Context: an optimization exercise on an open-source flow, tuned for small area, a short achievable clock period and few clock cycles per item. The choices shown serve that exercise and are no tape-out recipe.
Only simulation tests tie the RTL to the original design; equivalence was not proved.

==> design/flow/design.v <==
module MyDesign
(
	input  wire        go,
	output reg         busy,
	input  wire        reset,
	input  wire        clk,
	output reg  [15:0] write_data,
	output wire [11:0] write_address,
	output reg         write_enable,
	output wire [11:0] read_input_address,
	input  wire [15:0] read_input_data,
	output wire [11:0] read_weight_address,
	input  wire [15:0] read_weight_data
);
	localparam S_IDLE = 2'd0, S_RUN = 2'd1, S_FLUSH = 2'd2, S_TAIL = 2'd3;
	reg [1:0]  st;
	reg        bub;         
	reg [4:0]  pd;          
	reg [3:0]  gd;          
	reg        f0;          
	reg        wfl;         
	reg [4:0]  K;           
	reg [4:0]  Kn;          
	reg        endn;        
	reg [9:0]  XB;          
	reg [9:0]  IA;
	reg [11:0] WA;
	reg [6:0]  dW;          
	reg [5:0]  ckh;         
	reg [6:0]  cL;          
	reg [6:0]  cS;          
	reg [11:0] OC;
	assign read_input_address  = {2'b00, IA};
	assign read_weight_address = WA;
	assign write_address       = OC;
	wire       sg    = K[0];                  
	wire [3:0] h     = K[4:1];                
	wire [3:0] hn    = Kn[4:1];
	wire [4:0] KP    = K + {4'd0, sg};        
	wire [4:0] Pm1   = {KP[3:0] - 4'd1, 1'b1};
	reg        lastp;       
	reg        lastg;       
	wire       lastl = lastp & lastg;
	wire       dummy = sg & (pd[4:1] == 4'd0);
	wire       run   = (st == S_RUN);
	wire       bub_n = run & ~bub & lastl & ~endn;
	wire       rel   = bub | lastp;           
	wire [4:0] pd_n  = rel ? Pm1 : pd - 5'd1;
	wire       l0_n  = ~rel & (pd == 5'd1);   
	wire       l1_n  = ~rel & (pd == 5'd2);
	wire       lg_n  = bub ? (K == 5'd1) : (lastp ? (gd == 4'd1) : lastg);
	wire [1:0] pq_n  = 2'd0 - pd_n[1:0];         
	reg [6:0] dW_n;
	always @(*) begin
		if (bub_n)
			dW_n = -{3'd0, hn};
		else if (l0_n & lg_n)
			dW_n = cL;
		else if (sg) begin
			case (pq_n)
				2'd1:    dW_n = bub ? {2'd0, K} + {3'd0, h} : {1'b0, ckh};
				2'd3:    dW_n = l1_n ? {2'd0, K} : -{3'd0, h};
				default: dW_n = -{3'd0, h};
			endcase
		end else begin
			if (pq_n != 2'd0) dW_n = {3'd0, h};
			else if (l0_n)    dW_n = 7'd1;
			else              dW_n = 7'd1 - {1'b0, ckh};
		end
	end
	reg  t_f, t_z;
	always @(*) begin
		t_f = 1'b0; t_z = 1'b1;
		if (run && !bub) begin
			t_f = f0;
			t_z = dummy;
		end else if (st == S_FLUSH)
			t_f = 1'b1;
	end
	always @(posedge clk or negedge reset) begin
		if (!reset) begin
			st <= S_IDLE; busy <= 1'b0; bub <= 1'b0;
		end else begin
			case (st)
				S_IDLE: if (go) begin
					busy <= 1'b1;
					st   <= S_RUN;
					bub  <= 1'b1;
				end
				S_RUN: begin
					bub <= bub_n;
					if (~bub & lastl & endn) st <= S_FLUSH;
				end
				S_FLUSH: st <= S_TAIL;
				default: if (pd == 5'd5) begin
					st   <= S_IDLE;
					busy <= 1'b0;
				end
			endcase
		end
	end
	wire [3:0] hp = read_input_data[6:3];
	always @(posedge clk) begin
		ckh <= K + {1'b0, h};
		cS  <= {{1'b0, K} + {1'b0, Kn}, 1'b1};
		cL  <= sg ? {3'd0, hn} - {3'd0, h} + 7'd1 : {3'd0, hn} + 7'd2;
	end
	always @(posedge clk) begin
		WA    <= WA + {{5{dW[6]}}, dW};
		dW    <= dW_n;
		pd    <= pd_n;
		lastp <= l0_n;
		lastg <= lg_n;
		f0    <= rel;
		IA    <= 10'd0;
		case (st)
			S_IDLE: begin
				K   <= read_input_data[6:2];
				XB  <= 10'd1;
				IA  <= go ? {4'b0, read_input_data[6:2], 1'b1} : 10'd0;
				WA  <= 12'd1 + {8'b0, hp};
				dW  <= -{3'd0, hp};
				wfl <= 1'b0;
				lastp <= 1'b0;
			end
			S_RUN: begin
				if (bub)        gd <= K[3:0] - 4'd1;
				else if (lastp) gd <= gd - 4'd1;
				if (lastp) wfl <= 1'b1;
				if (~rel)       IA <= IA + 10'd1;
				else if (~bub & lastl) begin
					K   <= Kn;
					XB  <= XB + {4'b0, K, 1'b1};
					IA  <= XB + {3'b0, cS};
				end else
					IA <= XB;
			end
			S_FLUSH: pd <= 5'd0;
			default: pd <= pd + 5'd1;
		endcase
	end
	reg        fA, wA, zA, capA, mA;
	reg [1:0]  pA;
	always @(posedge clk or negedge reset) begin
		if (!reset) begin
			fA <= 1'b0; wA <= 1'b0;
		end else begin
			fA <= t_f;
			wA <= t_f & (wfl | (st == S_FLUSH));    
		end
	end
	always @(posedge clk) begin
		zA <= t_z; capA <= bub; mA <= sg; pA <= ~pd[1:0];
		if (capA) begin
			Kn   <= read_input_data[6:2];
			endn <= &read_input_data[7:0];
		end
	end
	reg [15:0] X0, X1, X2, X3;
	reg [3:0]  xf, xw;
	reg [2:0]  xm;
	reg [1:0]  xp0, xp1, xp2;
	always @(posedge clk or negedge reset) begin
		if (!reset) begin
			xf <= 4'b0; xw <= 4'b0;
		end else begin
			xf <= {xf[2:0], fA};
			xw <= {xw[2:0], wA};
		end
	end
	always @(posedge clk) begin
		X0 <= zA ? 16'd0 : read_input_data;
		X1 <= X0; X2 <= X1; X3 <= X2;
		xm <= {xm[1:0], mA};
		xp0 <= pA; xp1 <= xp0; xp2 <= xp1;
	end
	reg [15:0]  S1;
	reg [15:4]  S2;
	reg [15:8]  S3;
	always @(posedge clk) begin
		S1 <= read_weight_data;
		S2 <= S1[15:4];
		S3 <= S2[15:8];
	end
	wire [3:0] c0 = read_weight_data[3:0];
	wire [3:0] c1 = S1[7:4];
	wire [3:0] c2 = S2[11:8];
	wire [3:0] c3 = S3[15:12];
	wire [15:0] acc0, acc1, acc2, acc3;
	wire [15:0] cy0, cy1, cy2, cy3;
	nn_row #(.ODD(0)) r0 (.clk(clk), .x(X0), .f(xf[0]), .m(mA), .pi(pA),
		.c0(c0), .c1(c1), .c2(c2), .c3(c3), .acc(acc0), .cy(cy0));
	nn_row #(.ODD(1)) r1 (.clk(clk), .x(X1), .f(xf[1]), .m(xm[0]), .pi(xp0),
		.c0(c0), .c1(c1), .c2(c2), .c3(c3), .acc(acc1), .cy(cy1));
	nn_row #(.ODD(0)) r2 (.clk(clk), .x(X2), .f(xf[2]), .m(xm[1]), .pi(xp1),
		.c0(c0), .c1(c1), .c2(c2), .c3(c3), .acc(acc2), .cy(cy2));
	nn_row #(.ODD(1)) r3 (.clk(clk), .x(X3), .f(xf[3]), .m(xm[2]), .pi(xp2),
		.c0(c0), .c1(c1), .c2(c2), .c3(c3), .acc(acc3), .cy(cy3));
	wire [3:0]  we = xw;
	wire [15:0] wacc = ({16{we[0]}} & acc0) | ({16{we[1]}} & acc1)
	                 | ({16{we[2]}} & acc2) | ({16{we[3]}} & acc3);
	wire [15:0] wcy  = ({16{we[0]}} & cy0) | ({16{we[1]}} & cy1)
	                 | ({16{we[2]}} & cy2) | ({16{we[3]}} & cy3);
	always @(posedge clk or negedge reset) begin
		if (!reset) write_enable <= 1'b0;
		else        write_enable <= |we;
	end
	always @(posedge clk) begin
		write_data <= wacc + wcy;
		OC <= (st == S_IDLE) ? 12'd0 : OC + {11'd0, write_enable};
	end
endmodule
module nn_row #(parameter ODD = 0)
(
	input  wire        clk,
	input  wire [15:0] x,
	input  wire        f,
	input  wire        m,
	input  wire [1:0]  pi,
	input  wire [3:0]  c0, c1, c2, c3,
	output reg  [15:0] acc,
	output wire [15:0] cy
);
	wire [1:0] j = {pi[1] ^ (m & (ODD != 0)), pi[0]};
	reg  [3:0] wsel;
	always @(*) begin
		case (j)
			2'd0: wsel = c0;
			2'd1: wsel = c1;
			2'd2: wsel = c2;
			default: wsel = c3;
		endcase
	end
	reg  [2:0] dl, dh;
	always @(posedge clk) begin
		dl <= {wsel[1], wsel[1] & ~wsel[0], wsel[0]};
		dh <= {wsel[3], wsel[3] & ~wsel[2], wsel[2]};
	end
	reg [7:1] k;                
	assign cy = {1'b0, k[7], 1'b0, k[6], 1'b0, k[5], 1'b0, k[4],
	             1'b0, k[3], 1'b0, k[2], 1'b0, k[1], 2'b00};
	wire [9:0] xl = {{2{x[7]}}, x[7:0]};
	wire [9:0] xh = {{2{x[15]}}, x[15:8]};
	wire [9:0] tl = ({10{dl[0]}} & xl) | ({10{dl[1]}} & {xl[8:0], 1'b0});
	wire [9:0] th = ({10{dh[0]}} & xh) | ({10{dh[1]}} & {xh[8:0], 1'b0});
	wire [9:0] vl = tl ^ {10{dl[2]}};
	wire [9:0] vh = th ^ {10{dh[2]}};
	wire [9:0] ul = {~vl[9], vl[8:0]};
	wire [9:0] uh = {~vh[9], vh[8:0]};
	wire [15:0] a  = f ? 16'd0 : acc;
	wire [7:1]  kk = f ? 7'd0 : k;
	wire [15:0] s, cc;
	assign s[9:0]  = a[9:0] ^ ul ^ uh;
	assign cc[0]   = dl[2];
	assign cc[10:1] = (a[9:0] & ul) | (a[9:0] & uh) | (ul & uh);
	assign s[10]   = ~(a[10] ^ cc[10]);
	assign s[15:11] = ~a[15:11];
	wire   cc11    = a[10] | cc[10];
	wire [15:0] cc2 = {a[14:11], cc11, 1'b0, cc[9:0]};
	wire [8:0]  ci = {1'b0, kk, dh[2]};
	wire [15:0] sum;
	wire [7:0]  co;
	genvar i;
	generate for (i = 0; i < 8; i = i + 1) begin : seg
		wire [2:0] t = {1'b0, s[2*i+1:2*i]} + {1'b0, cc2[2*i+1:2*i]} + {2'b0, ci[i]};
		assign sum[2*i+1:2*i] = t[1:0];
		assign co[i] = t[2];
	end endgenerate
	always @(posedge clk) begin
		acc <= sum;
		k   <= co[6:0];
	end
endmodule
==> design/flow/run.sh <==
#!/bin/bash
# synth_recipe.tcl (not shown) runs the flow's synth.tcl, then flattens the netlist and writes it again
# the make line also repeats each setting of config.mk as NAME=value (left out here)
make -C /OpenROAD-flow-scripts/flow DESIGN_CONFIG=/design/flow/config.mk WORK_HOME=/design/flow/orfs CLKGATE_MAP_FILE= SYNTH_SCRIPT=/design/flow/synth_recipe.tcl finish
==> design/flow/config.mk <==
export PLATFORM = sky130hd
export DESIGN_NAME = MyDesign
export DESIGN_NICKNAME = MyDesign
export VERILOG_FILES = /design/flow/design.v
export SDC_FILE = /design/flow/constraint.sdc
export NUM_CORES = 4
export LEC_CHECK = 0
export CAP_MARGIN = 20
export CORE_MARGIN = 2
export CORE_UTILIZATION = 65
export CTS_BUF_LIST = sky130_fd_sc_hd__clkbuf_8
export SETUP_SLACK_MARGIN = 4.0
export SLEW_MARGIN = 20
==> design/flow/constraint.sdc <==
create_clock -name core_clock -period 6.5 [get_ports {clk}]
set_input_delay 1.3000 -clock core_clock [delete_from_list [all_inputs] [get_ports {clk}]]
set_output_delay 1.3000 -clock core_clock [all_outputs]
set_load 0.01 [all_outputs]
==> results of run 1 <==
-- routing by layer --
layer  up-vias  routed length [um]  global-route usage
met3        78                1610              0.0344
li1       5651                   -                   -
met4         0                1050              0.0994
met5         -                   0                   0
met2       306               19900               0.485
met1      5753               16300               0.364
-- cells in the mapped netlist, drive strengths merged (5+ instances only) --
cell type,count
inv,150
mux2i,8
buf,15
nand4,5
nand2b,61
fa,102
nor3b,7
o21ai,53
mux4,16
dfxtp,301
nand2,91
xnor2,80
clkbuf,52
dfrtp,15
nor3,29
or3,9
ha,79
a21oi,39
a22oi,107
a31oi,9
mux2,8
o211ai,12
nor2b,68
and2,8
a221oi,7
nand3,22
a21o,9
edfxtp,26
nor2,63
o21bai,5
xor2,73
a211oi,5
and3,6
-- worst max path at each step --
stage | to | depth (start not counted)
5_1_grt | write_data[14]$_DFF_P_ | 11
3_3_place_gp | dW[2]$_DFF_P_ | 6
2_1_floorplan | write_data[14]$_DFF_P_ | 12
6_report | read_weight_address[1] | 1
3_5_place_dp | dW[2]$_DFF_P_ | 6
4_1_cts | write_address[2] | 1
-- final cells by class --
class                   instances  area (um2)
clock buffers                  63         867
clock inverters                39         234
multi-input cells            1041        9140
fillers                      1775        6160
inverters                     150         567
repair buffers                128        1160
flip-flops and latches        342        7280
well taps                     335         419
-- state kept, by name (all words and copies together) (netlist names), 6 cells and up --
signal	flops
OC	12
r0.k	7
r1.acc	16
ckh	6
r2.k	7
S2	8
cS	6
S1	12
write_data	16
r3.k	7
r3.acc	16
IA	10
r2.acc	16
cL	6
dW	7
XB	10
r0.acc	16
X0	16
X1	16
r1.k	7
X3	16
X2	16
WA	12
-- cells by family after synthesis --
kind of cell / synth area share
flops: 0.422
xor+xnor: 0.0788
compound gates: 0.118
fa+ha+maj: 0.178
simple gates: 0.119
other cells: 0.000221
mux: 0.0312
buf+inv: 0.0519
-- metrics by stage --
stage | utilization | hold WS, ns
CTS | 0.756 | 0.327
finish | 0.762 | 0.326
floorplan | - | 0.310
global placement | 0.697 | 0.312
detailed placement | 0.697 | 0.312
global route | 0.762 | 0.332
-- timing repair --
item | CTS | global route
setup buffers | 20 | 16
setup endpoints to repair | 94 | 62
endpoints found under the hold margin | 0 | 0
gates resized for setup | 204 | 61
pin swaps | 13 | 8
gates cloned | 2 | 0
==> results by group, run 1 <==
Worst setup path
  – CP delay by family, top: flip-flops
  – Flop2flop setup slack: around 4 ns
  – Worst Setup SP: WA[1]$_DFF_P_
  – Arrival time worst endpoint: approximately 1.2 ns
  – Crit path cell chain: clkdlybuf4s15_2
  – Crit path kind: reg2out
  – Reg2reg end: write_data[14]$_DFF_P_
  – Crit start category: register
  – Max incr delay on CP: about 0.35 ns
  – Slowest CP cell: dfxtp_2
  – Crit path capture type: output port
  – CP required: between 5 and 6 ns
  – CP bufs+invs: 1
  – CP max FO: 3
  – Worst Reg-to-Reg Cells: 11
  – Worst r2r src: xw[2]$_DFF_PN0_

Detailed routing
  – Routed Antenna Nets: 0
  – Via density: ~5.6
  – DR iter-0 viols: 816
  – TritonRoute pass-1 iters: 5
  – Via Count: ~12k
  – DRT Wirelength: around 39 mm
  – Routed WL per cell: between 15 and 20 um
  – DR DRC count: 0

Yosys
  – Sequential area share after synthesis: 0.422
  – Synth async-reset ratio: 0.0439
  – #FFs+latches synth: approximately 340
  – Synth unique cells: just under 80
  – Synth top area share: 0.354
  – Ys flop type: dfxtp_1
  – Leading area contributor after synthesis: dfxtp_1
  – Yosys warnings: 3
  – Number of flops mapped to enable cells by yosys: 26
  – Area of the mapped netlist: ~17000 um2
  – Synth area leaders: dfxtp_1 35%, fa_1 12%, ha_1 5.8%
  – Synth Area per Inst: 10.6 um2
  – Cells after Synth: between 1.5k and 2k

Die
  – Initial core utilization: 0.658
  – Full die area: 27500 um2
  – Row count: slightly below 60
  – Die Y: roughly 170 um
  – DIE WIDTH: 166 um
  – IO Pins: 89
  – Core ar.: roughly 26000 um2

Worst hold path
  – Worst hold start: S1[8]$_DFF_P_
  – Min-Delay Endpoint: S2[8]$_DFF_P_
  – Worst Hold Depth: 0
  – Worst Hold Class: reg2reg

STA
  – Post-route setup TNS: 0 ns
  – Fin worst setup slack: between 4 and 5 ns
  – Number of max-slew violations in the final report: 0
  – # setup viols final: 0
  – Slew at the pin closest to its max-slew limit: 0.797 ns
  – Fmax: 403 MHz
  – Unrepaired setup endpoints after global routing: true
  – Crit path time final: ~2.5 ns
  – Period utilisation layout: 0.381
  – Slew HR: 0.467
  – Final-report hold violation count: 0
  – Clock skew: between 0.04 and 0.05 ns

Clock tree
  – Post-CTS Hold Fix Bufs: 0
  – CTS buffer count: 55
  – Clock sink count: 342
  – Worst skew pair latency: 0.61 ns
  – Clock Path Buffers: 3
  – Register clock-pin slew on the reported worst setup and hold paths: approximately 0.060 ns
  – Htree depth: 2
  – CTS tree: done
  – Root Buffer: clkbuf_8

Cells and area
  – Nets@finish: between 1.5k and 2k
  – P&R area growth vs syn: 15.7%
  – Layout cells sized above 1: 0.168
  – Commonest cells after routing, fill and taps aside: 250 x dfxtp_1, 166 x inv_1, 102 x fa_1, 100 x a22oi_1, 90 x nand2_1
  – Diodes inserted: 0
  – Most common cell after layout, fill and taps aside: dfxtp_1
  – Post-Layout Cell Count: between 2k and 2.5k
  – Layout Cell Area excl Fill: approximately 20000 um2

Global route
  – Global router's overall resource usage: 0.280
  – Largest net degree at the start of global routing: between 50 and 60
  – First-pass GRT wire length: roughly 62 mm
  – Congestion Overflow GR: 0
  – Vias in the first global route: between 10k and 15k
  – Initial antenna violation count: 0

Run
  – Max-cap violation count: 0

Run status
  – Status: complete, no violations

Placement
  – Post-DP HPWL: approximately 28 mm
  – Gpl congestion: roughly 0.92
  – Placed cell areas: ~18000 um2
  – Port Buffers: 86
  – Cells after DPL: about 2.0k
  – Worst slack, placed: about 3.6 ns
Testbench counts, summed over its fixed seeds: cycles 11,427, macs 85,808.
==> run 2: changes to the inputs <==
--- a/design/flow/config.mk
+++ b/design/flow/config.mk
@@ -8,6 +8,8 @@
 export CAP_MARGIN = 20
 export CORE_MARGIN = 2
 export CORE_UTILIZATION = 65
-export CTS_BUF_LIST = sky130_fd_sc_hd__clkbuf_8
+export CTS_BUF_LIST = sky130_fd_sc_hd__clkbuf_16
+export CTS_CLUSTER_DIAMETER = 70
+export CTS_CLUSTER_SIZE = 28
 export SETUP_SLACK_MARGIN = 4.0
 export SLEW_MARGIN = 20
==> run 2 against run 1 <==
Effect of this change: still clean; sequential share of layout area is 0.71 points higher; critical path type unchanged; final area fell by 2.1%; largest cell class unchanged; global-route usage down 0.49 points; synthesized cell count is the same.
==> results by group, run 2 <==
Run status
  – Status: complete, no violations

Yosys
  – Ys flop type: dfxtp_1
  – Synth Area per Inst: 10.6 um2
  – Synth unique cells: 77
  – Post-synth top cells: 301 x dfxtp_1, 149 x inv_1, 107 x a22oi_1, 102 x fa_1, 91 x nand2_1
  – Area of the mapped netlist: approximately 17000 um2
  – Number of flops mapped to enable cells by yosys: 26
  – Cells after Synth: 1599
  – Yosys warnings: 3
  – Most common cell in the netlist: dfxtp_1
  – Synth async-reset ratio: 0.0439
  – Synth top area share: 0.354
  – #FFs+latches synth: around 340
  – Synth area leaders: dfxtp_1 35%, fa_1 12%, ha_1 5.8%
  – Leading area contributor after synthesis: dfxtp_1
  – Sequential area share after synthesis: 0.422

Worst setup path
  – Crit path capture type: output port
  – Crit path kind: reg2out
  – CP required: around 5.2 ns
  – Worst r2r src: r1.dh[0]$_DFF_P_
  – Max incr delay on CP: between 0.3 and 0.4 ns
  – Flop2flop setup slack: just over 4 ns
  – Crit path cell chain: clkdlybuf4s15_2
  – Slowest CP cell: dfxtp_2
  – Arrival time worst endpoint: 1.17 ns
  – Reg2reg end: r1.acc[7]$_DFF_P_
  – CP delay by family, top: flip-flops
  – CP max FO: 4
  – Worst path depth: 1
  – Worst Reg-to-Reg Cells: 6
  – Crit start category: register
  – CP bufs+invs: 1

Global route
  – Global route hottest layer: met2
  – Vias in the first global route: about 11k
  – Met2 GRT Util: 0.482
  – Global Route met1 Usage: 0.365
  – M3 GR Usage: 0.0260
  – Initial antenna violation count: 0
  – First-pass GRT wire length: 61.2 mm
  – Largest net degree at the start of global routing: 52
  – Global router's overall resource usage: 0.275
  – Congestion Overflow GR: 0

Placement
  – Worst slack, placed: between 3 and 4 ns
  – Post-DP HPWL: 27.8 mm
  – Cells after DPL: just under 2k
  – Gpl congestion: about 0.9
  – Port Buffers: 86

Cells and area
  – Diodes inserted: 0
  – Commonest cells after routing, fill and taps aside: 253 x dfxtp_1, 148 x inv_1, 102 x fa_1, 96 x a22oi_1, 88 x nand2_1
  – Layout cells sized above 1: 0.127
  – Post-Layout Cell Count: ~2.0k
  – Most common cell after layout, fill and taps aside: dfxtp_1
  – Nets@finish: ~1.9k
  – Layout Utilization: 0.746
  – P&R area growth vs syn: 13.4%

Die
  – Core ar.: ~26000 um2
  – IO Pins: just under 90
  – Die Y: roughly 170 um
  – Full die area: around 27000 um2
  – Initial core utilization: 0.658
  – DIE WIDTH: 166 um
  – Row count: 59

STA
  – Hold Slack: 0.334 ns
  – Clock skew: approximately 0.017 ns
  – Fin worst setup slack: between 4 and 5 ns
  – Post-route setup TNS: 0 ns
  – Fmax: 405 MHz
  – Slew at the pin closest to its max-slew limit: between 0.7 and 0.8 ns
  – Unrepaired setup endpoints after global routing: true
  – Period utilisation layout: 0.379
  – Crit path time final: 2.47 ns
  – # setup viols final: 0
  – Final-report hold violation count: 0
  – Number of max-slew violations in the final report: 0
  – Slew HR: 0.470

Detailed routing
  – Via density: about 5.7
  – DRT Wirelength: between 30 and 40 mm
  – Routed Antenna Nets: 0
  – Routed WL per cell: 18.7 um
  – DR DRC count: 0
  – DR iter-0 viols: 741
  – TritonRoute pass-1 iters: 5
  – Via Count: 11.5k

Clock tree
  – CTS tree: done
  – Root Buffer: clkbuf_16
  – Htree depth: 1
  – CTS buffer count: 20
  – Worst skew pair latency: approximately 0.53 ns
  – Clock Path Buffers: 3
  – Register clock-pin slew on the reported worst setup and hold paths: 0.10 ns
  – Clock sink count: between 300 and 400

Worst hold path
  – Min-Delay Endpoint: S3[13]$_DFF_P_
  – Worst Hold Depth: 0
  – Worst Hold Class: reg2reg
  – Worst hold start: S2[13]$_DFF_P_

Run
  – Max-cap violation count: 0
## run 2: cell count changes in the layout (fill, tap and decap cells not counted), moves of 5 or more
cell	previous run	this run
clkinv_2	13	0
inv_1	166	148
dlygate4sd2_1	5	28
buf_2	10	1
clkbuf_16	0	21
clkbuf_8	63	0
buf_4	37	31
clkdlybuf4s15_1	7	15
clkdlybuf4s15_2	19	2
clkbuf_2	11	6
## run 2: area by class of cell
cell class	instances	area [um2]
clock buffer	21	526
clock inverter	15	189
fill	1819	6570
inverter	150	567
multi-input combinational	1041	9170
sequential	342	7270
tap	335	419
timing repair buffer	122	1130
## run 2: what timing repair did
| action | in CTS | in global routing |
|---|---|---|
| setup buffers | 19 | 11 |
| hold buffers | 0 | 0 |
| cloned | 2 | 0 |
| endpoints found under the hold margin | 0 | 0 |
| setup endpoints to repair | 96 | 56 |
| pin swaps | 13 | 10 |
| gates resized for setup | 141 | 61 |
## run 2: how the worst max path moves through the flow
stage                       startpoint                      to  slack (ns)
floorplan              xw[0]$_DFF_PN0_  write_data[14]$_DFF_P_        4.00
global placement    read_input_data[3]           dW[2]$_DFF_P_        3.68
detailed placement  read_input_data[3]           dW[2]$_DFF_P_        3.64
CTS                   OC[2]$_SDFF_PP0_        write_address[2]        3.97
global route            K[0]$_DFFE_PP_     XB[6]$_SDFFCE_PN0P_        3.95
finish                   IA[0]$_DFF_P_   read_input_address[0]        4.03
## run 2: cells by family (layout without fill, tap and decap cells)
family                     Yosys count  count (layout)  share of synthesized area
buffers and inverters              217             308                     0.0519
other                                1               2                   0.000221
adders and majority gates          181             181                      0.178
muxes                               32              32                     0.0312
and+or+nand+nor                    384             384                      0.119
xor gates and xnor gates           153             153                     0.0788
AOI/OAI and AO/OA                  289             289                      0.118
DFF                                342             342                      0.422
## run 2: metrics by stage
stage	cell area [um2]
global route	19300
detailed placement	18000
floorplan	17000
global placement	18000
CTS	19100
finish	19300
## run 2: layer usage
layer / vias to the layer above / routed length [um]
li1: 5545 / -
met1: 5625 / 16300
met2: 280 / 19100
met3: 68 / 1400
met4: 0 / 1080
met5: - / 0
==> run 3: changes to the inputs <==
--- a/design/flow/config.mk
+++ b/design/flow/config.mk
@@ -9,7 +9,7 @@
 export CORE_MARGIN = 2
 export CORE_UTILIZATION = 65
 export CTS_BUF_LIST = sky130_fd_sc_hd__clkbuf_16
-export CTS_CLUSTER_DIAMETER = 70
-export CTS_CLUSTER_SIZE = 28
-export SETUP_SLACK_MARGIN = 4.0
+export CTS_CLUSTER_DIAMETER = 80
+export CTS_CLUSTER_SIZE = 32
+export SETUP_SLACK_MARGIN = 3.9
 export SLEW_MARGIN = 20
==> run 3 against run 2 <==
Effect of this change: sequential cell count stayed put; fmax is 3.6% lower; utilization is 1.7 points lower; register-to-register slack worse by 0.12 ns; sequential share of layout area is 0.72 points higher; global-route usage is 0.32 points lower; non-clock buffer count is 9 lower; via count is 0.74% lower; setup slack worse by 0.093 ns; final area is 2.2% lower.
==> results by group, run 3 <==
STA
  – Clock skew: roughly 0.03 ns
  – Crit path time final: 2.56 ns
  – Slew HR: 0.473
  – Period utilisation layout: 0.394
  – # setup viols final: 0
  – Fmax: 391 MHz
  – Number of max-slew violations in the final report: 0
  – Post-route setup TNS: 0 ns
  – Unrepaired setup endpoints after global routing: false
  – Final-report hold violation count: 0
  – Slew at the pin closest to its max-slew limit: slightly below 0.8 ns

Die
  – Die Y: 166 um
  – Row count: ~60
  – Core ar.: between 20000 and 30000 um2
  – Initial core utilization: 0.658
  – DIE WIDTH: between 150 and 200 um
  – IO Pins: between 80 and 90
  – Full die area: between 20000 and 30000 um2

Detailed routing
  – Routed Antenna Nets: 0
  – DR iter-0 viols: 890
  – DR DRC count: 0
  – Via density: between 5 and 6
  – Via Count: 11.4k
  – Routed WL per cell: 18.7 um
  – DRT Wirelength: roughly 37 mm
  – TritonRoute pass-1 iters: 5

Yosys
  – Synth Area per Inst: 10.6 um2
  – #FFs+latches synth: roughly 340
  – Most common cell in the netlist: dfxtp_1
  – Sequential area share after synthesis: 0.422
  – Synth area leaders: dfxtp_1 35%, fa_1 12%, ha_1 5.8%
  – Yosys warnings: 3
  – Leading area contributor after synthesis: dfxtp_1
  – Synth async-reset ratio: 0.0439
  – Area of the mapped netlist: between 15000 and 20000 um2
  – Synth top area share: 0.354
  – Number of flops mapped to enable cells by yosys: 26
  – Post-synth top cells: 301 x dfxtp_1, 149 x inv_1, 107 x a22oi_1, 102 x fa_1, 91 x nand2_1
  – Synth unique cells: between 70 and 80
  – Ys flop type: dfxtp_1
  – Cells after Synth: approximately 1.6k

Global route
  – First-pass GRT wire length: about 60 mm
  – Largest net degree at the start of global routing: between 50 and 60
  – M3 GR Usage: 0.0292
  – Met2 GRT Util: 0.489
  – Vias in the first global route: ~11k
  – Global route hottest layer: met2
  – Global router's overall resource usage: 0.272
  – Global Route met1 Usage: 0.352
  – Initial antenna violation count: 0
  – Congestion Overflow GR: 0

Worst setup path
  – Arrival time worst endpoint: about 3.0 ns
  – Flop2flop setup slack: 3.94 ns
  – Crit start category: register
  – CP max FO: 5
  – CP required: between 6 and 7 ns
  – Crit path kind: reg2reg
  – Crit path capture type: register

Cells and area
  – Fill count: just under 2k
  – Most common cell after layout, fill and taps aside: dfxtp_1
  – P&R area growth vs syn: 10.8%
  – Register area: between 7000 and 8000 um2
  – Nets@finish: approximately 1.9k
  – Multi-input gate area: a little over 9000 um2
  – Layout Utilization: 0.729
  – Layout cells sized above 1: 0.0896
  – Commonest cells after routing, fill and taps aside: 272 x dfxtp_1, 150 x inv_1, 102 x a22oi_1, 102 x fa_1, 91 x nand2_1
  – Diodes inserted: 0
  – Post-Layout Cell Count: 2009

Clock tree
  – Clock Path Buffers: 3
  – Clock sink count: 342
  – CTS buffer count: 17
  – Root Buffer: clkbuf_16
  – Worst skew pair latency: between 0.5 and 0.6 ns
  – CTS tree: done
  – Htree depth: 1
  – Register clock-pin slew on the reported worst setup and hold paths: between 0.1 and 0.15 ns

Worst hold path
  – Worst Hold Class: reg2reg

Run status
  – Status: complete, no violations

Placement
  – Gpl congestion: about 0.90
  – Cells after DPL: approximately 2.0k
  – Port Buffers: 86
  – Post-DP HPWL: ~28 mm

Run
  – Max-cap violation count: 0
[run 3: cell types whose count changed in the layout (fill, tap and decap cells not counted), sizes merged, moves of 4 or more]
| cell | before | now |
|---|---|---|
| buf | 36 | 27 |
| clkbuf | 27 | 17 |
| clkdlybuf4s15 | 17 | 0 |
| clkinv | 5 | 1 |
| dlygate4sd2 | 28 | 51 |
[run 3: critical path, stage by stage, from the launching register on]
cell	delay, ns
dfrtp_4	0.54
buf_4	0.16
a22oi_1	0.21
nand2_1	0.12
ha_4	0.27
a21oi_4	0.14
a211oi_1	0.09
or3_1	0.40
o2111a_1	0.18
a221oi_2	0.24
xnor2_1	0.14
[run 3: worst paths after layout]
kind                                                to  cells after the start             from
worst min register to register           xm[0]$_DFF_P_                      0       mA$_DFF_P_
max in group asynchronous              xw[2]$_DFF_PN0_                      1            reset
worst max-delay path            write_data[14]$_DFF_P_                     10  xw[2]$_DFF_PN0_
min in group asynchronous                 fA$_DFF_PN0_                      1            reset
worst min-delay path                     xm[0]$_DFF_P_                      0       mA$_DFF_P_
worst max register to register  write_data[14]$_DFF_P_                     10  xw[2]$_DFF_PN0_
[run 3: area by class of cell]
| class | count | area share |
|---|---|---|
| clock buffer | 17 | 0.0226 |
| clock inverter | 11 | 0.00691 |
| inverter | 150 | 0.0301 |
| multi-input combinational | 1041 | 0.480 |
| sequential | 342 | 0.384 |
| tap | 335 | 0.0222 |
| timing repair buffer | 113 | 0.0534 |
[run 3: cell families after synthesis]
group,synth area share
compound gates,0.118
xor+xnor,0.0788
fa+ha+maj,0.178
buf+inv,0.0519
flops,0.422
mux,0.0312
other cells,0.000221
simple gates,0.119
[run 3: metrics by stage]
stage	setup slack [ns]	hold slack [ns]	area, um2
final	3.94	0.338	18800
after global routing	3.89	0.346	18800
after CTS	3.70	0.335	18600
after detailed placement	3.63	0.312	18000
after global placement	3.69	0.312	18000
after floorplan	3.90	0.310	17000
[run 3: per-layer routing]
metal | vias up | wire length, um
li1 | 5511 | -
met1 | 5627 | 15700
met2 | 243 | 19400
met3 | 52 | 1450
met4 | 0 | 923
met5 | - | 0
[run 3: timing repair]
item | 4_1_cts | 5_1_grt
hold buffers | 0 | 0
pin swaps | 0 | 4
setup buffers | 7 | 17
resized for setup | 79 | 40
setup endpoints to repair | 78 | 45
==> run 4: changes to the inputs <==
--- a/design/flow/config.mk
+++ b/design/flow/config.mk
@@ -11,5 +11,5 @@
 export CTS_BUF_LIST = sky130_fd_sc_hd__clkbuf_16
 export CTS_CLUSTER_DIAMETER = 80
 export CTS_CLUSTER_SIZE = 32
-export SETUP_SLACK_MARGIN = 3.9
+export SETUP_SLACK_MARGIN = 4.15
 export SLEW_MARGIN = 20
==> run 4 against run 3 <==
Effect of this change: still clean; cell count up 3.3%; sequential share of layout area down 1.5 points; global-route usage up 0.69 points; via count up 4.4%; fmax up 3.8%; critical path depth unchanged; utilization up 4.2 points; critical path type unchanged; critical endpoint unchanged.
==> results by group, run 4 <==
Run status
  – Status: complete, no violations

Worst setup path
  – Arrival time worst endpoint: roughly 2.9 ns
  – Crit start category: register
  – Crit path capture type: register
  – CP max FO: 8
  – Crit path kind: reg2reg
  – CP required: ~7.0 ns

Clock tree
  – CTS buffer count: 16
  – Root Buffer: clkbuf_16
  – Clock sink count: between 300 and 400
  – Register clock-pin slew on the reported worst setup and hold paths: roughly 0.11 ns
  – CTS tree: done
  – Htree depth: 1
  – Clock Path Buffers: 3
  – Post-CTS Hold Fix Bufs: 0
  – Worst skew pair latency: between 0.5 and 0.6 ns

Yosys
  – Sequential area share after synthesis: 0.422
  – Synth async-reset ratio: 0.0439
  – Most common cell in the netlist: dfxtp_1
  – Synth area leaders: dfxtp_1 35%, fa_1 12%, ha_1 5.8%
  – Synth top area share: 0.354
  – #FFs+latches synth: around 340
  – Ys flop type: dfxtp_1
  – Leading area contributor after synthesis: dfxtp_1
  – Synth Area per Inst: between 10 and 15 um2
  – Post-synth top cells: 301 x dfxtp_1, 149 x inv_1, 107 x a22oi_1, 102 x fa_1, 91 x nand2_1
  – Yosys warnings: 3
  – Number of flops mapped to enable cells by yosys: 26
  – Synth unique cells: between 70 and 80
  – Cells after Synth: about 1.6k
  – Area of the mapped netlist: ~17000 um2

Global route
  – Vias in the first global route: 11.9k
  – Largest net degree at the start of global routing: 52
  – Congestion Overflow GR: 0
  – Initial antenna violation count: 0
  – First-pass GRT wire length: 62.0 mm
  – Global router's overall resource usage: 0.278

Die
  – Initial core utilization: 0.658
  – IO Pins: 89
  – Row count: a little under 60
  – Die Y: about 170 um
  – Core ar.: 25800 um2
  – DIE WIDTH: around 170 um
  – Full die area: ~27000 um2

STA
  – Final-report hold violation count: 0
  – Clock skew: approximately 0.022 ns
  – Number of max-slew violations in the final report: 0
  – Slew at the pin closest to its max-slew limit: about 0.76 ns
  – Post-route setup TNS: 0 ns
  – Period utilisation layout: 0.379
  – Unrepaired setup endpoints after global routing: true
  – Hold Slack: about 0.34 ns
  – Fmax: ~410 MHz
  – Crit path time final: 2.47 ns
  – Slew HR: 0.489
  – # setup viols final: 0

Worst hold path
  – Worst Hold Class: reg2reg

Cells and area
  – Commonest cells after routing, fill and taps aside: 236 x dfxtp_1, 143 x inv_1, 91 x fa_1, 86 x nand2_1, 77 x buf_4
  – Register area: ~7400 um2
  – Diodes inserted: 0
  – Multi-input gate area: 9650 um2
  – Layout cells sized above 1: 0.236
  – P&R area growth vs syn: 17.2%
  – Nets@finish: about 2k
  – Most common cell after layout, fill and taps aside: dfxtp_1
  – Fill count: around 1.8k

Detailed routing
  – Routed Antenna Nets: 0
  – DR DRC count: 0
  – Routed WL per cell: a little under 20 um
  – DRT Wirelength: around 40 mm
  – Via Count: roughly 12k
  – Via density: between 5 and 6
  – TritonRoute pass-1 iters: 5
  – DR iter-0 viols: roughly 930

Placement
  – Port Buffers: 86
  – Post-DP HPWL: roughly 28 mm
  – Gpl congestion: between 0.8 and 0.9

Run
  – Max-cap violation count: 0
-- run 4: cell types whose count changed in the layout (fill, tap and decap cells not counted), moves of 9 or more --
cell	delta
o21ai_0	-10
dfxtp_1	-36
xor2_2	+9
dlygate4sd2_1	-51
a22oi_1	-31
buf_2	+52
dfxtp_2	+11
a22oi_2	+31
xor2_1	-9
dfxtp_4	+25
buf_4	+52
fa_1	-11
fa_2	+11
-- run 4: final timing paths --
| path | start | end | slack [ns] | depth (start not counted) |
|---|---|---|---|---|
| worst min register to register | S1[13]$_DFF_P_ | S2[13]$_DFF_P_ | 0.34 | 0 |
| min in group asynchronous | reset | bub$_DFFE_PN0P_ | 1.21 | 1 |
| worst min-delay path | S1[13]$_DFF_P_ | S2[13]$_DFF_P_ | 0.34 | 0 |
| worst max-delay path | xw[3]$_DFF_PN0_ | write_data[14]$_DFF_P_ | 4.03 | 10 |
| worst max register to register | xw[3]$_DFF_PN0_ | write_data[14]$_DFF_P_ | 4.03 | 10 |
| max in group asynchronous | reset | xw[2]$_DFF_PN0_ | 4.72 | 1 |
-- run 4: cells by family (layout without fill, tap and decap cells) --
family / Yosys count / after routing / share of synthesized area
xor gates and xnor gates: 153 / 153 / 0.0788
adders and majority gates: 181 / 181 / 0.178
DFF: 342 / 342 / 0.422
muxes: 32 / 32 / 0.0312
other: 1 / 2 / 0.000221
AOI/OAI and AO/OA: 289 / 289 / 0.118
and+or+nand+nor: 384 / 384 / 0.119
buffers and inverters: 217 / 357 / 0.0519
-- run 4: what timing repair did --
| item | 4_1_cts | 5_1_grt |
|---|---|---|
| endpoints found under the setup margin | 120 | 64 |
| pin swaps | 15 | 51 |
| setup buffers | 56 | 34 |
| resized for setup | 332 | 137 |
| cloned | 0 | 1 |
-- run 4: routing by layer --
layer	vias up	GRT usage	wire length, um
met4	0	0.0839	1290
met1	5898	0.355	16100
li1	5632	-	-
met3	87	0.0330	1670
met2	318	0.499	21100
met5	-	0	0
-- run 4: critical path: stages, from the launching register on --
cell      delay (ns)
dfrtp_4         0.57
buf_6           0.17
a22oi_2         0.19
nand2_2         0.09
ha_4            0.18
a21oi_4         0.15
a211oi_2        0.07
or3_4           0.40
o2111a_1        0.17
a221oi_2        0.25
xnor2_1         0.15
-- run 4: metrics by stage --
stage	util	area [um2]	std cells	setup slack, ns
global placement	0.698	18000	1957	3.69
finish	0.771	19900	2075	4.03
floorplan	-	17100	1600	4.05
global route	0.771	19900	2075	3.95
CTS	0.737	19100	2040	4.00
detailed placement	0.698	18000	1957	3.59
-- run 4: final cells by class --
class	instances	area share
Multi-Input combinational cell	1041	0.485
Sequential cell	342	0.369
Clock inverter	9	0.00496
Tap cell	335	0.0210
Inverter	150	0.0288
Clock buffer	18	0.0226
Timing Repair Buffer	180	0.0686
==> run 5: changes to the inputs <==
--- a/design/flow/config.mk
+++ b/design/flow/config.mk
@@ -5,11 +5,12 @@
 export SDC_FILE = /design/flow/constraint.sdc
 export NUM_CORES = 4
 export LEC_CHECK = 0
+export ABC_AREA = 1
 export CAP_MARGIN = 20
 export CORE_MARGIN = 2
 export CORE_UTILIZATION = 65
 export CTS_BUF_LIST = sky130_fd_sc_hd__clkbuf_16
 export CTS_CLUSTER_DIAMETER = 80
 export CTS_CLUSTER_SIZE = 32
-export SETUP_SLACK_MARGIN = 4.15
+export SETUP_SLACK_MARGIN = 4.0
 export SLEW_MARGIN = 20
==> run 5 against run 4 <==
Effect of this change: cell count increased by 21%; critical endpoint is now busy; final area down 1.2%; register-to-register slack barely moved; utilization is 3.2 points lower; worst hold slack got worse by 0.0018 ns; still clean.
==> results by group, run 5 <==
Worst setup path
  – CP required: 5.20 ns
  – Flop2flop setup slack: between 4 and 5 ns
  – Crit path kind: reg2out
  – Crit path cell chain: clkdlybuf4s15_1
  – Arrival time worst endpoint: between 1 and 1.5 ns
  – CP bufs+invs: 1
  – Slowest CP cell: dfrtp_1
  – CP max FO: 2
  – Max incr delay on CP: about 0.42 ns
  – Crit start category: register
  – Crit path capture type: output port
  – CP delay by family, top: flip-flops

Yosys
  – Ys flop type: dfxtp_1
  – Yosys warnings: 3
  – Synth unique cells: between 50 and 60
  – Post-Synth XOR/XNOR Area: 0.0536
  – #FFs+latches synth: approximately 340
  – Area of the mapped netlist: approximately 17000 um2
  – Synth top area share: 0.345
  – Synth Area in Simple Gates: 0.156
  – Post-synth top cells: 376 x inv_1, 343 x nand2_1, 301 x dfxtp_1, 150 x nor2_1, 114 x o21ai_0
  – Leading area contributor after synthesis: dfxtp_1
  – Sequential area share after synthesis: 0.411
  – Number of flops mapped to enable cells by yosys: 26
  – Largest family of logic cells by synthesized area: adder cells
  – Fraction of synthesized area in multiplexers: 0
  – Synth Area per Inst: 8.54 um2
  – Synth Area in Compound Gates: 0.108
  – Most common cell in the netlist: inv_1
  – Synth async-reset ratio: 0.0439
  – Synth area leaders: dfxtp_1 34%, fa_1 12%, inv_1 8.1%
  – Cells after Synth: 2046
  – Synth Area in Adders: 0.173

STA
  – Clock skew: between 0.015 and 0.02 ns
  – Crit path time final: about 2.5 ns
  – Fin worst setup slack: between 4 and 5 ns
  – Post-route setup TNS: 0 ns
  – Slew at the pin closest to its max-slew limit: roughly 0.82 ns
  – Period utilisation layout: 0.383
  – # setup viols final: 0
  – Unrepaired setup endpoints after global routing: true
  – Slew HR: 0.449
  – Number of max-slew violations in the final report: 0
  – Final-report hold violation count: 0
  – Fmax: between 400 and 500 MHz

Detailed routing
  – DR DRC count: 0
  – DR iter-0 viols: 969
  – Routed WL per cell: 16.8 um
  – Via density: 5.45
  – Via Count: 13.7k
  – TritonRoute pass-1 iters: 6
  – DRT Wirelength: approximately 42 mm
  – Routed Antenna Nets: 0

Die
  – Row count: 60
  – Die Y: roughly 170 um
  – DIE WIDTH: between 150 and 200 um
  – Initial core utilization: 0.656
  – Full die area: between 20000 and 30000 um2
  – IO Pins: between 80 and 90
  – Core ar.: 26700 um2

Global route
  – Largest net degree at the start of global routing: 34
  – Initial antenna violation count: 0
  – Vias in the first global route: 13.6k
  – Global router's overall resource usage: 0.299
  – First-pass GRT wire length: approximately 67 mm
  – Congestion Overflow GR: 0

Placement
  – Port Buffers: between 80 and 90
  – Post-DP HPWL: between 30 and 40 mm
  – Worst slack, placed: 3.56 ns
  – Gpl congestion: slightly below 1

Clock tree
  – CTS buffer count: 17
  – Root Buffer: clkbuf_16
  – Clock Path Buffers: 3
  – Post-CTS Hold Fix Bufs: 0
  – Htree depth: 1
  – Clock sink count: 342
  – CTS tree: done
  – Worst skew pair latency: between 0.5 and 0.6 ns
  – Register clock-pin slew on the reported worst setup and hold paths: approximately 0.10 ns

Cells and area
  – P&R area growth vs syn: 12.7%
  – Nets@finish: between 2k and 2.5k
  – Layout cells sized above 1: 0.0946
  – Multi-input gate area: 8750 um2
  – Most common cell after layout, fill and taps aside: inv_1
  – Diodes inserted: 0
  – Fill count: between 2k and 2.5k
  – Commonest cells after routing, fill and taps aside: 368 x inv_1, 343 x nand2_1, 266 x dfxtp_1, 150 x nor2_1, 111 x o21ai_0
  – Register area: a little over 7000 um2

Worst hold path
  – Worst Hold Class: reg2reg

Run
  – Max-cap violation count: 0

Run status
  – Status: complete, no violations
-- run 5: cell type report --
class                           count  share of cell area
Multi-Input combinational cell   1265               0.444
Clock buffer                       17              0.0216
Timing Repair Buffer              129              0.0573
Inverter                          401              0.0790
Clock inverter                     12             0.00699
Tap cell                          341              0.0217
Timing Repair inverter              2            0.000508
Sequential cell                   342               0.369
-- run 5: cells by family after synthesis --
kind of cell	Yosys count
simple gates	646
other cells	1
buf+inv	440
fa+ha+maj	181
flops	342
xor+xnor	107
compound gates	329
-- run 5: worst paths after layout --
check / startpoint / end / cells after the start
worst max-delay path: busy$_DFFE_PN0P_ / busy / 1
worst min-delay path: S1[13]$_DFF_P_ / S2[13]$_DFF_P_ / 0
max in group asynchronous: reset / bub$_DFFE_PN0P_ / 1
worst min register to register: S1[13]$_DFF_P_ / S2[13]$_DFF_P_ / 0
worst max register to register: r3.dl[0]$_DFF_P_ / r3.acc[7]$_DFF_P_ / 7
min in group asynchronous: reset / xf[3]$_DFF_PN0_ / 1
-- run 5: metrics by stage --
stage               utilization  hold slack (ns)  instances  area, um2
floorplan                     -            0.310       2047      17500
global placement          0.698            0.310       2438      18600
detailed placement        0.698            0.312       2438      18600
CTS                       0.723            0.332       2478      19300
global route              0.739            0.345       2509      19700
finish                    0.739            0.336       2509      19700
-- run 5: what timing repair did --
item | in CTS | in global routing
endpoints found under the setup margin | 84 | 54
pin swaps | 2 | 17
resized for setup | 92 | 76
gates cloned | 0 | 2
buffers inserted | 11 | 29
-- run 5: metal layers --
layer	share of wire	global-route usage	vias to the layer above
li1	-	-	6664
met1	0.39	0.356	6463
met2	0.51	0.552	436
met3	0.054	0.0317	119
met4	0.047	0.122	0
met5	0	0	-
==> run 6: changes to the inputs <==
--- a/design/flow/config.mk
+++ b/design/flow/config.mk
@@ -5,12 +5,12 @@
 export SDC_FILE = /design/flow/constraint.sdc
 export NUM_CORES = 4
 export LEC_CHECK = 0
-export ABC_AREA = 1
 export CAP_MARGIN = 20
 export CORE_MARGIN = 2
 export CORE_UTILIZATION = 65
 export CTS_BUF_LIST = sky130_fd_sc_hd__clkbuf_16
 export CTS_CLUSTER_DIAMETER = 80
 export CTS_CLUSTER_SIZE = 32
+export GPL_TIMING_DRIVEN = 0
 export SETUP_SLACK_MARGIN = 4.0
 export SLEW_MARGIN = 20
==> run 6 against run 5 <==
Effect of this change: wire length is 6.8% lower; via count fell by 13%; die area fell by 2.7%.
==> results by group, run 6 <==
Cells and area
  – Register area: about 7200 um2
  – P&R area growth vs syn: 15.6%
  – Nets@finish: ~2.0k
  – Most common cell after layout, fill and taps aside: dfxtp_1
  – Diodes inserted: 0
  – Layout cells sized above 1: 0.142
  – Layout Utilization: 0.761
  – Commonest cells after routing, fill and taps aside: 281 x dfxtp_1, 147 x inv_1, 102 x fa_1, 89 x nand2_1, 84 x a22oi_1
  – Fill count: between 1.5k and 2k
  – Layout Cell Area excl Fill: a little under 20000 um2
  – Multi-input gate area: slightly above 9000 um2

Clock tree
  – Register clock-pin slew on the reported worst setup and hold paths: approximately 0.12 ns
  – Htree depth: 1
  – CTS tree: done
  – Worst skew pair latency: 0.52 ns
  – Post-CTS Hold Fix Bufs: 0
  – Clock sink count: between 300 and 400
  – Root Buffer: clkbuf_16
  – Clock Path Buffers: 3
  – CTS buffer count: 16

Global route
  – Global router's overall resource usage: 0.282
  – Initial antenna violation count: 0
  – First-pass GRT wire length: 62.8 mm
  – Congestion Overflow GR: 0
  – Largest net degree at the start of global routing: 33
  – Vias in the first global route: 12.3k

Worst setup path
  – CP required: between 6 and 7 ns
  – Crit start category: register
  – CP max FO: 10
  – Arrival time worst endpoint: slightly above 3 ns
  – Crit path kind: reg2reg
  – Crit path capture type: register

Yosys
  – Synth unique cells: 77
  – Leading area contributor after synthesis: dfxtp_1
  – Synth Area per Inst: around 11 um2
  – Ys flop type: dfxtp_1
  – Post-synth top cells: 301 x dfxtp_1, 149 x inv_1, 107 x a22oi_1, 102 x fa_1, 91 x nand2_1
  – Area of the mapped netlist: 17000 um2
  – Sequential area share after synthesis: 0.422
  – Cells after Synth: roughly 1.6k
  – Synth area leaders: dfxtp_1 35%, fa_1 12%, ha_1 5.8%
  – Most common cell in the netlist: dfxtp_1
  – #FFs+latches synth: approximately 340
  – Number of flops mapped to enable cells by yosys: 26
  – Synth top area share: 0.354
  – Yosys warnings: 3
  – Synth async-reset ratio: 0.0439

Detailed routing
  – Via density: about 5.7
  – Routed Antenna Nets: 0
  – Routed WL per cell: about 19 um
  – TritonRoute pass-1 iters: 5
  – DR iter-0 viols: 779
  – DR DRC count: 0
  – DRT Wirelength: 39.3 mm
  – Via Count: 11.9k

Placement
  – Gpl congestion: approximately 0.91
  – Post-DP HPWL: around 30 mm
  – Port Buffers: between 80 and 90
  – Placed cell areas: 18300 um2
  – Worst slack, placed: 3.28 ns

STA
  – Unrepaired setup endpoints after global routing: true
  – Fmax: 377 MHz
  – Period utilisation layout: 0.408
  – Final-report hold violation count: 0
  – Clock skew: roughly 0.013 ns
  – Crit path time final: around 2.7 ns
  – # setup viols final: 0
  – Slew at the pin closest to its max-slew limit: 0.857 ns
  – Number of max-slew violations in the final report: 0
  – Post-route setup TNS: 0 ns
  – Slew HR: 0.427
  – Fin worst setup slack: approximately 3.8 ns

Die
  – Core ar.: 25800 um2
  – Full die area: 27500 um2
  – Initial core utilization: 0.658
  – DIE WIDTH: ~170 um
  – Row count: between 50 and 60
  – Die Y: roughly 170 um
  – IO Pins: 89

Run
  – Max-cap violation count: 0

Run status
  – Status: complete, no violations

Worst hold path
  – Worst Hold Class: reg2reg
run 6: changes by cell type after synthesis, sizes merged, moves of 65 or more:
cell and delta:
o21ai -68, nor2b +65, inv -242, nor2 -92, xnor2 +72, nand2 -262
a22oi +105, o22ai -65
run 6: final timing paths:
kind / from / end / cells past startpoint / slack (ns)
worst min-delay path: S1[14]$_DFF_P_ / S2[14]$_DFF_P_ / 0 / 0.34
worst max-delay path: xw[2]$_DFF_PN0_ / write_data[14]$_DFF_P_ / 11 / 3.85
worst min register to register: S1[14]$_DFF_P_ / S2[14]$_DFF_P_ / 0 / 0.34
max in group asynchronous: reset / xw[0]$_DFF_PN0_ / 1 / 4.65
min in group asynchronous: reset / wA$_DFF_PN0_ / 1 / 1.26
worst max register to register: xw[2]$_DFF_PN0_ / write_data[14]$_DFF_P_ / 11 / 3.85
run 6: per-layer routing:
layer	share of wire	global-route usage	routed length, um
met5	0	0	0
met4	0.039	0.0957	1520
met3	0.039	0.0282	1530
met2	0.52	0.515	20400
met1	0.40	0.350	15900
run 6: per-stage QoR:
| stage | hold WS, ns | cells |
|---|---|---|
| floorplan | 0.310 | 1600 |
| global placement | 0.310 | 2021 |
| detailed placement | 0.312 | 2021 |
| CTS | 0.340 | 2062 |
| global route | 0.343 | 2087 |
| finish | 0.339 | 2087 |
run 6: cell families (layout without fill, tap and decap cells):
kind of cell,count (synthesis),after routing,synth area share
xor gates and xnor gates,153,153,0.0788
and+or+nand+nor,384,384,0.119
AOI/OAI and AO/OA,289,289,0.118
muxes,32,32,0.0312
DFF,342,342,0.422
other,1,2,0.000221
adders and majority gates,181,181,0.178
buffers and inverters,217,369,0.0519
run 6: what timing repair did:
item	in CTS	in global routing
setup buffers	13	25
cloned	0	0
endpoints found under the setup margin	119	49
resized for setup	157	109
pin swaps	4	35
run 6: cell type report:
class,instances,share of cell area
buffer,67,0.0259
timing repair buffer,124,0.0553
tap,335,0.0213
multi-input combinational,1041,0.471
sequential,342,0.368
clock inverter,11,0.00764
inverter,150,0.0292
clock buffer,17,0.0216
run 6: worst max-delay path: stages, from the launching register on:
cell and delay (ns):
dfrtp_2 0.44, clkbuf_8 0.19, buf_6 0.16, a22oi_2 0.22
nand2_1 0.13, ha_4 0.26, a21oi_4 0.14, a211oi_2 0.06
or3_4 0.36, o2111a_2 0.20, a221oi_2 0.26, xnor2_1 0.16
==> run 7: changes to the inputs <==
--- a/design/flow/config.mk
+++ b/design/flow/config.mk
@@ -11,6 +11,6 @@
 export CTS_BUF_LIST = sky130_fd_sc_hd__clkbuf_16
 export CTS_CLUSTER_DIAMETER = 80
 export CTS_CLUSTER_SIZE = 32
-export GPL_TIMING_DRIVEN = 0
+export PLACE_DENSITY = 0.7
 export SETUP_SLACK_MARGIN = 4.0
 export SLEW_MARGIN = 20
==> run 7 against run 6 <==
Effect of this change: still clean on timing, DRC and antenna; register-to-register slack improved by 0.22 ns; non-clock buffer count shrank 65; setup slack improved by 0.20 ns; fmax grew 7.9%; highest routed layer unchanged.
==> results by group, run 7 <==
Cells and area
  – Layout cells sized above 1: 0.122
  – Multi-input gate area: 9190 um2
  – Diodes inserted: 0
  – Most common cell after layout, fill and taps aside: dfxtp_1
  – Nets@finish: around 1.9k
  – Register area: between 7000 and 8000 um2
  – Commonest cells after routing, fill and taps aside: 254 x dfxtp_1, 147 x inv_1, 102 x fa_1, 96 x a22oi_1, 89 x nand2_1
  – Layout Cell Area excl Fill: 19100 um2
  – P&R area growth vs syn: 12.6%
  – Fill count: around 1.8k

STA
  – Slew HR: 0.489
  – Fmax: ~410 MHz
  – Crit path time final: between 2 and 2.5 ns
  – Unrepaired setup endpoints after global routing: true
  – Post-route setup TNS: 0 ns
  – Number of max-slew violations in the final report: 0
  – # setup viols final: 0
  – Period utilisation layout: 0.378
  – Clock skew: 0.0217 ns
  – Final-report hold violation count: 0
  – Slew at the pin closest to its max-slew limit: ~0.77 ns

Detailed routing
  – Via density: around 5.7
  – Via Count: 11.5k
  – TritonRoute pass-1 iters: 5
  – DR iter-0 viols: 813
  – DRT Wirelength: 37.5 mm
  – Routed WL per cell: between 15 and 20 um
  – Routed Antenna Nets: 0
  – DR DRC count: 0

Worst setup path
  – CP max FO: 2
  – CP required: 5.20 ns
  – Slowest CP cell: dfxtp_1
  – Max incr delay on CP: 0.40 ns
  – Arrival time worst endpoint: 1.16 ns
  – Crit path capture type: output port
  – Worst Reg-to-Reg Cells: 11
  – Crit path kind: reg2out
  – Crit start category: register
  – Reg2reg end: write_data[14]$_DFF_P_
  – CP bufs+invs: 1
  – Worst r2r src: xw[2]$_DFF_PN0_
  – Flop2flop setup slack: 4.07 ns
  – Crit path cell chain: clkdlybuf4s15_2
  – CP delay by family, top: flip-flops
  – Worst Setup SP: WA[3]$_DFF_P_

Global route
  – Global router's overall resource usage: 0.272
  – Vias in the first global route: between 10k and 15k
  – Initial antenna violation count: 0
  – First-pass GRT wire length: between 60 and 70 mm
  – Congestion Overflow GR: 0
  – Largest net degree at the start of global routing: 52

Worst hold path
  – Worst Hold Class: reg2reg
  – Worst hold start: S1[13]$_DFF_P_
  – Worst Hold Depth: 0
  – Min-Delay Endpoint: S2[13]$_DFF_P_

Die
  – Row count: 59
  – DIE WIDTH: between 150 and 200 um
  – Die Y: 166 um
  – Initial core utilization: 0.658
  – IO Pins: 89
  – Full die area: approximately 27000 um2
  – Core ar.: between 20000 and 30000 um2

Run
  – Max-cap violation count: 0

Clock tree
  – CTS tree: done
  – Clock sink count: approximately 340
  – CTS buffer count: 16
  – Root Buffer: clkbuf_16
  – Clock Path Buffers: 3
  – Worst skew pair latency: 0.52 ns
  – Register clock-pin slew on the reported worst setup and hold paths: approximately 0.11 ns
  – Htree depth: 1

Yosys
  – Ys flop type: dfxtp_1
  – Synth Area per Inst: around 11 um2
  – Synth top area share: 0.354
  – Post-synth top cells: 301 x dfxtp_1, 149 x inv_1, 107 x a22oi_1, 102 x fa_1, 91 x nand2_1
  – Area of the mapped netlist: around 17000 um2
  – Sequential area share after synthesis: 0.422
  – Synth area leaders: dfxtp_1 35%, fa_1 12%, ha_1 5.8%
  – Cells after Synth: roughly 1.6k
  – #FFs+latches synth: roughly 340
  – Leading area contributor after synthesis: dfxtp_1
  – Synth async-reset ratio: 0.0439
  – Number of flops mapped to enable cells by yosys: 26
  – Most common cell in the netlist: dfxtp_1
  – Yosys warnings: 3
  – Synth unique cells: slightly below 80

Placement
  – Placed cell areas: ~18000 um2
  – Post-DP HPWL: 27.8 mm
  – Gpl congestion: between 0.9 and 1
  – Port Buffers: 86

Run status
  – Status: complete, no violations
run 7: repair_timing:
action                                  in CTS  in global routing
hold endpoints to repair                     0                  0
pin swaps                                   13                 11
setup buffers                               19                 15
endpoints found under the setup margin      98                 50
resized for setup                          130                 62
hold buffers                                 0                  0
gates cloned                                 2                  0
run 7: kinds of logic after synthesis:
logic type,count (synthesis),synth area share
xor gates and xnor gates,153,0.0788
AOI/OAI and AO/OA,289,0.118
other,1,0.000221
buffers and inverters,217,0.0519
muxes,32,0.0312
DFF,342,0.422
and+or+nand+nor,384,0.119
adders and majority gates,181,0.178
run 7: final cells by class:
cell class              count  area share
repair buffers            126      0.0616
flip-flops and latches    342       0.380
clock inverters             9     0.00490
inverters                 150      0.0296
multi-input cells        1041       0.480
well taps                 335      0.0219
clock buffers              17      0.0222
run 7: stage by stage:
step	instances	utilization	hold slack (ns)	worst slack (ns)
global placement	1958	0.697	0.312	3.68
finish	2020	0.741	0.338	4.04
detailed placement	1958	0.697	0.312	3.64
floorplan	1600	-	0.310	4.00
global route	2020	0.741	0.345	3.92
CTS	2005	0.731	0.340	3.99
run 7: metal layers:
layer / part of all wire / vias to the layer above / global-route usage
met5: 0 / - / 0
li1: - / 5528 / -
met2: 0.51 / 272 / 0.478
met4: 0.028 / 0 / 0.0752
met1: 0.43 / 5650 / 0.364
met3: 0.031 / 61 / 0.0234
run 7: worst max-delay path by stage:
| stage | endpoint | slack [ns] | cells after the start |
|---|---|---|---|
| after floorplan | write_data[14]$_DFF_P_ | 4.00 | 12 |
| after global routing | XB[6]$_SDFFCE_PN0P_ | 3.92 | 9 |
| after CTS | write_address[2] | 3.99 | 1 |
| final | read_weight_address[3] | 4.04 | 1 |
| after global placement | dW[2]$_DFF_P_ | 3.68 | 6 |
| after detailed placement | dW[2]$_DFF_P_ | 3.64 | 6 |
==> run 8: changes to the inputs <==
--- a/design/flow/config.mk
+++ b/design/flow/config.mk
@@ -7,10 +7,10 @@
 export LEC_CHECK = 0
 export CAP_MARGIN = 20
 export CORE_MARGIN = 2
-export CORE_UTILIZATION = 65
+export CORE_UTILIZATION = 60
 export CTS_BUF_LIST = sky130_fd_sc_hd__clkbuf_16
 export CTS_CLUSTER_DIAMETER = 80
 export CTS_CLUSTER_SIZE = 32
-export PLACE_DENSITY = 0.7
 export SETUP_SLACK_MARGIN = 4.0
 export SLEW_MARGIN = 20
+export TNS_END_PERCENT = 100
==> run 8 against run 7 <==
Effect of this change: still clean on timing, DRC and antenna; synthesized cell count is the same; final area down 0.19%; worst hold slack lost 0.0026 ns; die area grew 8.1%; global-route usage shrank 1.4 points; clock skew down 0.0040 ns; fmax decreased by 0.83%; synthesized area stayed put; largest cell class unchanged.
==> results by group, run 8 <==
Clock tree
  – Clock sink count: 342
  – CTS buffer count: 17
  – Clock Path Buffers: 3
  – CTS tree: done
  – Htree depth: 1

Global route
  – Global router's overall resource usage: 0.258
  – Largest net degree at the start of global routing: 52
  – Vias in the first global route: roughly 11k

Worst setup path
  – Crit path kind: reg2out
  – CP bufs+invs: 1
  – Arrival time worst endpoint: between 1 and 1.5 ns
  – Crit path cell chain: clkdlybuf4s15_1

Die
  – Core ar.: ~28000 um2
  – IO Pins: between 80 and 90
  – Full die area: 29700 um2
  – DIE WIDTH: ~170 um

Run status
  – Status: complete, no violations

Detailed routing
  – Via Count: about 11k
  – DRT Wirelength: between 30 and 40 mm
  – Routed Antenna Nets: 0
  – TritonRoute pass-1 iters: 5
  – Via density: 5.53
  – DR iter-0 viols: 815

STA
  – Unrepaired setup endpoints after global routing: true
  – # setup viols final: 0
  – Post-route setup TNS: 0 ns
  – Slew HR: 0.483
  – Fmax: slightly above 400 MHz
  – Number of max-slew violations in the final report: 0

Cells and area
  – Nets@finish: around 1.9k
  – P&R area growth vs syn: 12.4%
  – Layout cells sized above 1: 0.115
  – Most common cell after layout, fill and taps aside: dfxtp_1
  – Diodes inserted: 0

Yosys
  – Post-synth top cells: 301 x dfxtp_1, 149 x inv_1, 107 x a22oi_1, 102 x fa_1, 91 x nand2_1
  – Sequential area share after synthesis: 0.422
  – Area of the mapped netlist: about 17000 um2
  – Cells after Synth: approximately 1.6k
  – Most common cell in the netlist: dfxtp_1
  – Number of flops mapped to enable cells by yosys: 26
  – Synth Area per Inst: 10.6 um2
  – Synth top area share: 0.354

Placement
  – Gpl congestion: 0.907
  – Worst slack, placed: roughly 3.6 ns
  – Post-DP HPWL: around 28 mm

Run
  – Max-cap violation count: 0
run 8: cell counts after synthesis:
Identical to the previous run, type by type.
run 8: worst paths after layout:
| check | from | end | slack [ns] | cells after the start |
|---|---|---|---|---|
| max reg2reg | r1.dl[1]$_DFF_P_ | r1.acc[9]$_DFF_P_ | 4.05 | 7 |
| min | S1[10]$_DFF_P_ | S2[10]$_DFF_P_ | 0.34 | 0 |
| min reg2reg | S1[10]$_DFF_P_ | S2[10]$_DFF_P_ | 0.34 | 0 |
| max in group asynchronous | reset | xw[3]$_DFF_PN0_ | 4.71 | 1 |
| min in group asynchronous | reset | xw[0]$_DFF_PN0_ | 1.22 | 1 |
| max | OC[2]$_SDFF_PP0_ | write_address[2] | 4.02 | 1 |
run 8: timing repair:
| item | CTS | global route |
|---|---|---|
| gates resized for setup | 124 | 54 |
| hold buffers | 0 | 0 |
| cloned | 0 | 0 |
| endpoints found under the setup margin | 97 | 38 |
| pin swaps | 12 | 14 |
| buffers inserted | 20 | 14 |
run 8: cell families after synthesis:
family	share of synthesized area
DFF	0.422
AOI/OAI and AO/OA	0.118
and+or+nand+nor	0.119
other	0.000221
muxes	0.0312
adders and majority gates	0.178
xor gates and xnor gates	0.0788
buffers and inverters	0.0519
run 8: area by class of cell:
class,count,area (um2),area share
Timing Repair Buffer,124,1120,0.0585
Multi-Input combinational cell,1041,9150,0.479
Inverter,150,567,0.0297
Tap cell,378,473,0.0248
Clock buffer,17,425,0.0223
Clock inverter,11,103,0.00537
Sequential cell,342,7270,0.380
run 8: routing by layer:
metal / vias up / global-route usage / routed length, um
met5: - / 0 / 0
met4: 0 / 0.0497 / 657
met3: 38 / 0.0243 / 1310
met2: 206 / 0.466 / 19600
met1: 5630 / 0.339 / 16300
li1: 5525 / - / -
run 8: through the flow:
| stage | instance area (um2) | utilization | hold WS (ns) | instances |
|---|---|---|---|---|
| 3_3_place_gp | 18100 | 0.648 | 0.313 | 2001 |
| 4_1_cts | 18800 | 0.676 | 0.337 | 2049 |
| 5_1_grt | 19100 | 0.686 | 0.338 | 2063 |
| 6_report | 19100 | 0.686 | 0.335 | 2063 |
| 2_1_floorplan | 17000 | - | 0.310 | 1600 |
| 3_5_place_dp | 18100 | 0.648 | 0.312 | 2001 |

[port drivers added, routing unchanged]
Ports are ideal in the flow. The routed layouts listed here were re-timed in OpenROAD. Step 1 (the two cells are an assumption about what drives the block):
set clk [get_ports {clk}]
set_driving_cell -lib_cell sky130_fd_sc_hd__clkbuf_16 $clk
set_driving_cell -lib_cell sky130_fd_sc_hd__buf_2 [delete_from_list [all_inputs] $clk]
Step 2 times the ports against the registers' clock, not the clock port: input delays grow and output delays shrink by t, the midpoint of the rising clock arrivals with the driver on. Slacks: no drivers / after step 1 / after step 2; pairs: no drivers / after step 1.
| run | t, ns | setup WS [ns] | worst setup path after step 2 |
|---|---|---|---|
| run 1 | 0.629 | 4.021 / 3.977 / 3.645 | input to register |
| run 2 | 0.574 | 4.033 / 3.983 / 3.644 | input to register |
| run 3 | 0.564 | 3.940 / 3.933 / 3.632 | input to register |
| run 4 | 0.567 | 4.034 / 4.034 / 3.656 | input to register |
| run 5 | 0.570 | 4.012 / 3.961 / 3.587 | input to register |
| run 6 | 0.566 | 3.846 / 3.846 / 3.539 | input to register |
| run 7 | 0.561 | 4.041 / 3.991 / 3.613 | input to register |
| run 8 | 0.560 | 4.021 / 3.970 / 3.664 | input to register |
After both steps every run listed still meets setup and hold. The setup slack of run 7, which loses most, moves by -0.050 ns with the drivers and by -0.428 ns with both steps.
